This is an optimization exercise on Yosys and OpenROAD, whose aim is small area, a short achievable clock period and few clock cycles, not a production implementation. Function was checked by simulation only, so behaviour that the tests miss may differ from the original. Power is estimated from default activity; no workload was simulated.

// gpu
module gpu #(
    parameter DATA_MEM_ADDR_BITS = 8,
    parameter DATA_MEM_DATA_BITS = 8,
    parameter DATA_MEM_NUM_CHANNELS = 4,
    parameter PROGRAM_MEM_ADDR_BITS = 8,
    parameter PROGRAM_MEM_DATA_BITS = 16,
    parameter PROGRAM_MEM_NUM_CHANNELS = 1,
    parameter NUM_CORES = 2,
    parameter THREADS_PER_BLOCK = 4
) (
    input wire clk,
    input wire reset,
    input wire start,
    output wire done,
    input wire device_control_write_enable,
    input wire [7:0] device_control_data,  
    output wire [PROGRAM_MEM_NUM_CHANNELS-1:0] program_mem_read_valid,
    output wire [PROGRAM_MEM_NUM_CHANNELS*PROGRAM_MEM_ADDR_BITS-1:0] program_mem_read_address,
    input wire [PROGRAM_MEM_NUM_CHANNELS-1:0] program_mem_read_ready,
    input wire [PROGRAM_MEM_NUM_CHANNELS*PROGRAM_MEM_DATA_BITS-1:0] program_mem_read_data,
    output wire [DATA_MEM_NUM_CHANNELS-1:0] data_mem_read_valid,
    output wire [DATA_MEM_NUM_CHANNELS*DATA_MEM_ADDR_BITS-1:0] data_mem_read_address,
    input wire [DATA_MEM_NUM_CHANNELS-1:0] data_mem_read_ready,
    input wire [DATA_MEM_NUM_CHANNELS*DATA_MEM_DATA_BITS-1:0] data_mem_read_data,
    output wire [DATA_MEM_NUM_CHANNELS-1:0] data_mem_write_valid,
    output wire [DATA_MEM_NUM_CHANNELS*DATA_MEM_ADDR_BITS-1:0] data_mem_write_address,
    output wire [DATA_MEM_NUM_CHANNELS*DATA_MEM_DATA_BITS-1:0] data_mem_write_data,
    input wire [DATA_MEM_NUM_CHANNELS-1:0] data_mem_write_ready
);
==> flow/config.mk <==
export PLATFORM = sky130hd
export DESIGN_NAME = gpu
export DESIGN_NICKNAME = gpu
export VERILOG_FILES = /design/flow/design.v
export SDC_FILE = /design/flow/constraint.sdc
export NUM_CORES = 8
export LEC_CHECK = 0
export CAP_MARGIN = 20
export CORE_MARGIN = 2
export CORE_UTILIZATION = 40
export SLEW_MARGIN = 20
==> flow/constraint.sdc <==
create_clock -name core_clock -period 14.0 [get_ports {clk}]
set_input_delay 2.8000 -clock core_clock [delete_from_list [all_inputs] [get_ports {clk}]]
set_output_delay 2.8000 -clock core_clock [all_outputs]
set_load 0.01 [all_outputs]
standard.sh (not shown) runs the stock make flow with config.mk's settings and CLKGATE_MAP_FILE= SYNTH_SCRIPT=/design/flow/synth_recipe.tcl, a recipe that flattens the netlist after the stock synthesis.
==> flow/flow/run.sh <==
#!/bin/bash
set -euo pipefail
bash standard.sh synth > synth.log 2>&1
bash standard.sh SETUP_SLACK_MARGIN=9.5 finish > layout.log 2>&1
Testbench counts at the start, summed over its fixed seeds: cycles 24,217.
Edit:
--- a/flow/design.v
+++ b/flow/design.v
@@ -392,14 +392,15 @@
     reg [3:0][7:0] w_res;
     reg        pl_valid;        
     reg        pl_wr;           
     reg [3:0]  pl_rd;
     reg [3:0]  pl_we;
     reg        clr;             
     reg [7:0]  t0_rs, t0_rt;    
+    reg [7:0]  e_sma, e_smd;    
     integer t;
     function automatic [8:0] zflags(input [7:0] x);
         zflags = {x < 8'd22, x < 8'd32, x < 8'd64, x < 8'd6, x < 8'd8, x < 8'd16,
                   x < 8'd2, x < 8'd2, x < 8'd4};
     endfunction
     wire        f_hit;
     wire [15:0] f_word;
@@ -451,14 +452,15 @@
     reg e_ok;
     always @(*) begin
         e_ok = 1'b1;
         if (e_ldr)      e_ok = e_busy || (!wr_busy && !pl_valid);
         else if (e_str) e_ok = !wr_busy && !pl_valid;
         else if (e_div) e_ok = (e_cnt == 2'd2);
         else if (e_ret) e_ok = !pl_valid;
+        else if (e_lds || e_sts) e_ok = !sm_wait;
     end
     wire e_fire   = e_act && e_ok;
     wire e_wb     = e_fire && e_wen && !e_ldr;
     wire pl_done  = pl_valid && !(|rd_valid) && !e_wb;
     wire issue_rd = e_act && e_ldr && !e_busy && !wr_busy && !pl_valid;
     wire issue_wr = e_fire && e_str;
     reg [3:0] cond;
@@ -524,16 +526,17 @@
         .push_pc(pc1),
         .push_mask(ntaken),
         .tos_pc(tos_pc),
         .tos_mask(tos_mask),
         .empty(s_empty),
         .full(s_full)
     );
-    wire [7:0] sm_addr = live[0] ? a[0] : t0_rs;
-    wire [7:0] sm_wd   = live[0] ? b[0] : t0_rt;
+    wire [7:0] sm_addr = e_sma;
+    wire [7:0] sm_wd   = e_smd;
+    wire sm_wait = (e_fwa || e_fwb) && w_we[0];
     shared_memory shared_memory_instance (
         .clk(clk),
         .clear(clr),
         .we(e_fire && e_sts),
         .addr(sm_addr),
         .wd(sm_wd),
         .rd(smem_rd)
@@ -548,14 +551,15 @@
     wire e_slow = (e_sel == 3'd2) || (e_sel == 3'd3) || (e_sel == 3'd6);
     wire early_rd = d_adv && d_ldr && !wr_busy && !pl_valid && !(e_valid && (e_str || e_ldr)) &&
                     !d_rs_pend && !(e_writes_rs && e_slow);
     wire [1:0] hn = live_next[3] ? 2'd3 : live_next[2] ? 2'd2 : live_next[1] ? 2'd1 : 2'd0;
     wire [7:0] d_pc1 = d_pc + 8'd1;
     reg  [3:0] d_cond;
     reg  [3:0][7:0] d_av;       
+    reg  [7:0] d_bv0;           
     always @(*) begin
         for (t = 0; t < 4; t = t + 1) begin
             d_cond[t] = |(((e_valid && e_cmp && live[t]) ? e_cf[t] : nzp[t]) & d_ir[11:9]);
         end
     end
     wire d_brt = (d_ir[7:0] != d_pc1);
     wire [3:0] d_taken  = live_next & d_cond & {4{d_brt}};
@@ -577,15 +581,15 @@
                 d_pred = !d_rs_pend;
             end
         end else if (d_reconv || d_ret) begin
             d_npc  = tos_pc;
             d_pred = !s_empty;
         end
     end
-    wire d_redirect = d_adv && d_pred && (d_npc != d_pc1);
+    wire d_redirect = d_adv && d_pred;
     genvar i;
     generate
         for (i = 0; i < 4; i = i + 1) begin : lanes
             wire [7:0] rf1, rf2;
             registers #(.THREAD_ID(i)) register_instance (
                 .clk(clk),
                 .clear(clr),
@@ -639,14 +643,17 @@
                          ({8{e_oh[4]}} & e_imm) | ({8{e_oh[5]}} & smem_rd);
                 ld_res[i] = ldv[i];
             end
             wire bw1 = w_we[i] && (w_rd == d_rs);
             wire bw2 = w_we[i] && (w_rd == d_rt);
             always @(*) d_av[i] = bw1 ? w_res[i] : rf1;
             wire [7:0] d_bv = bw2 ? w_res[i] : rf2;
+            if (i == 0) begin : t0
+                always @(*) d_bv0 = d_bv;
+            end
             always @(posedge clk) begin
                 if (d_adv) begin
                     e_cf[i] <= {d_av[i] > d_bv, d_av[i] == d_bv, d_av[i] < d_bv};
                     e_a[i] <= d_av[i];
                     e_b[i] <= d_bv;
                     e_b3[i] <= {2'b00, d_bv} + {1'b0, d_bv, 1'b0};
                     e_zf[i] <= zflags(d_bv);
@@ -709,14 +716,21 @@
                 if (set_mask) mask <= new_mask;
                 if (live[0]) begin
                     t0_rs <= a[0];
                     t0_rt <= b[0];
                 end
             end
             if (d_adv) begin
+                e_sma <= live_next[0] ? d_av[0] : (e_fire && live[0]) ? a[0] : t0_rs;
+                e_smd <= live_next[0] ? d_bv0   : (e_fire && live[0]) ? b[0] : t0_rt;
+            end else begin
+                e_sma <= live[0] ? a[0] : t0_rs;
+                e_smd <= live[0] ? b[0] : t0_rt;
+            end
+            if (d_adv) begin
                 e_busy   <= early_rd;
                 e_valid  <= 1'b1;
                 e_pc     <= d_pc;
                 e_next   <= d_redirect ? d_npc : d_pc1;
                 e_rd     <= d_ir[11:8];
                 e_rsf    <= d_rs;
                 e_rtf    <= d_rt;
What happened: Cell count shrinks by about 5%; total power shrinks by 3.4%; hold slack degrades by 0.0069 ns; non-clock buffer count shrinks by 214; sequential power barely changes.
Testbench counts after the change, summed over its fixed seeds: cycles 24,298.

what the ideal ports hide:
The results above use ideal ports. As a check the final layouts listed here were re-extracted and re-timed, cells and wires unchanged. Step 1 (the two cells are an assumption about what drives the block):
set clk [get_ports {clk}]
set_driving_cell -lib_cell sky130_fd_sc_hd__clkbuf_16 $clk
set_driving_cell -lib_cell sky130_fd_sc_hd__buf_2 [delete_from_list [all_inputs] $clk]
Step 2 also shifts input and output timing later by t, the mid clock arrival at the registers, as if the neighbouring blocks saw the same clock. a / b / c = ideal ports / drivers / drivers and shift; a / b = the first two.
run | t (ns) | slack for setup (ns) | hold slack, ns | worst setup path after step 2
the first run | 1.115 | 9.337 / 9.299 / 8.460 | 0.456 / 0.456 / 0.456 | input to register
the second run | 1.109 | 9.325 / 9.322 / 8.509 | 0.450 / 0.450 / 0.450 | input to register
After both steps every run listed still meets setup and hold. The setup slack of the first run, which loses most, moves by -0.038 ns with the drivers and by -0.877 ns with both steps.
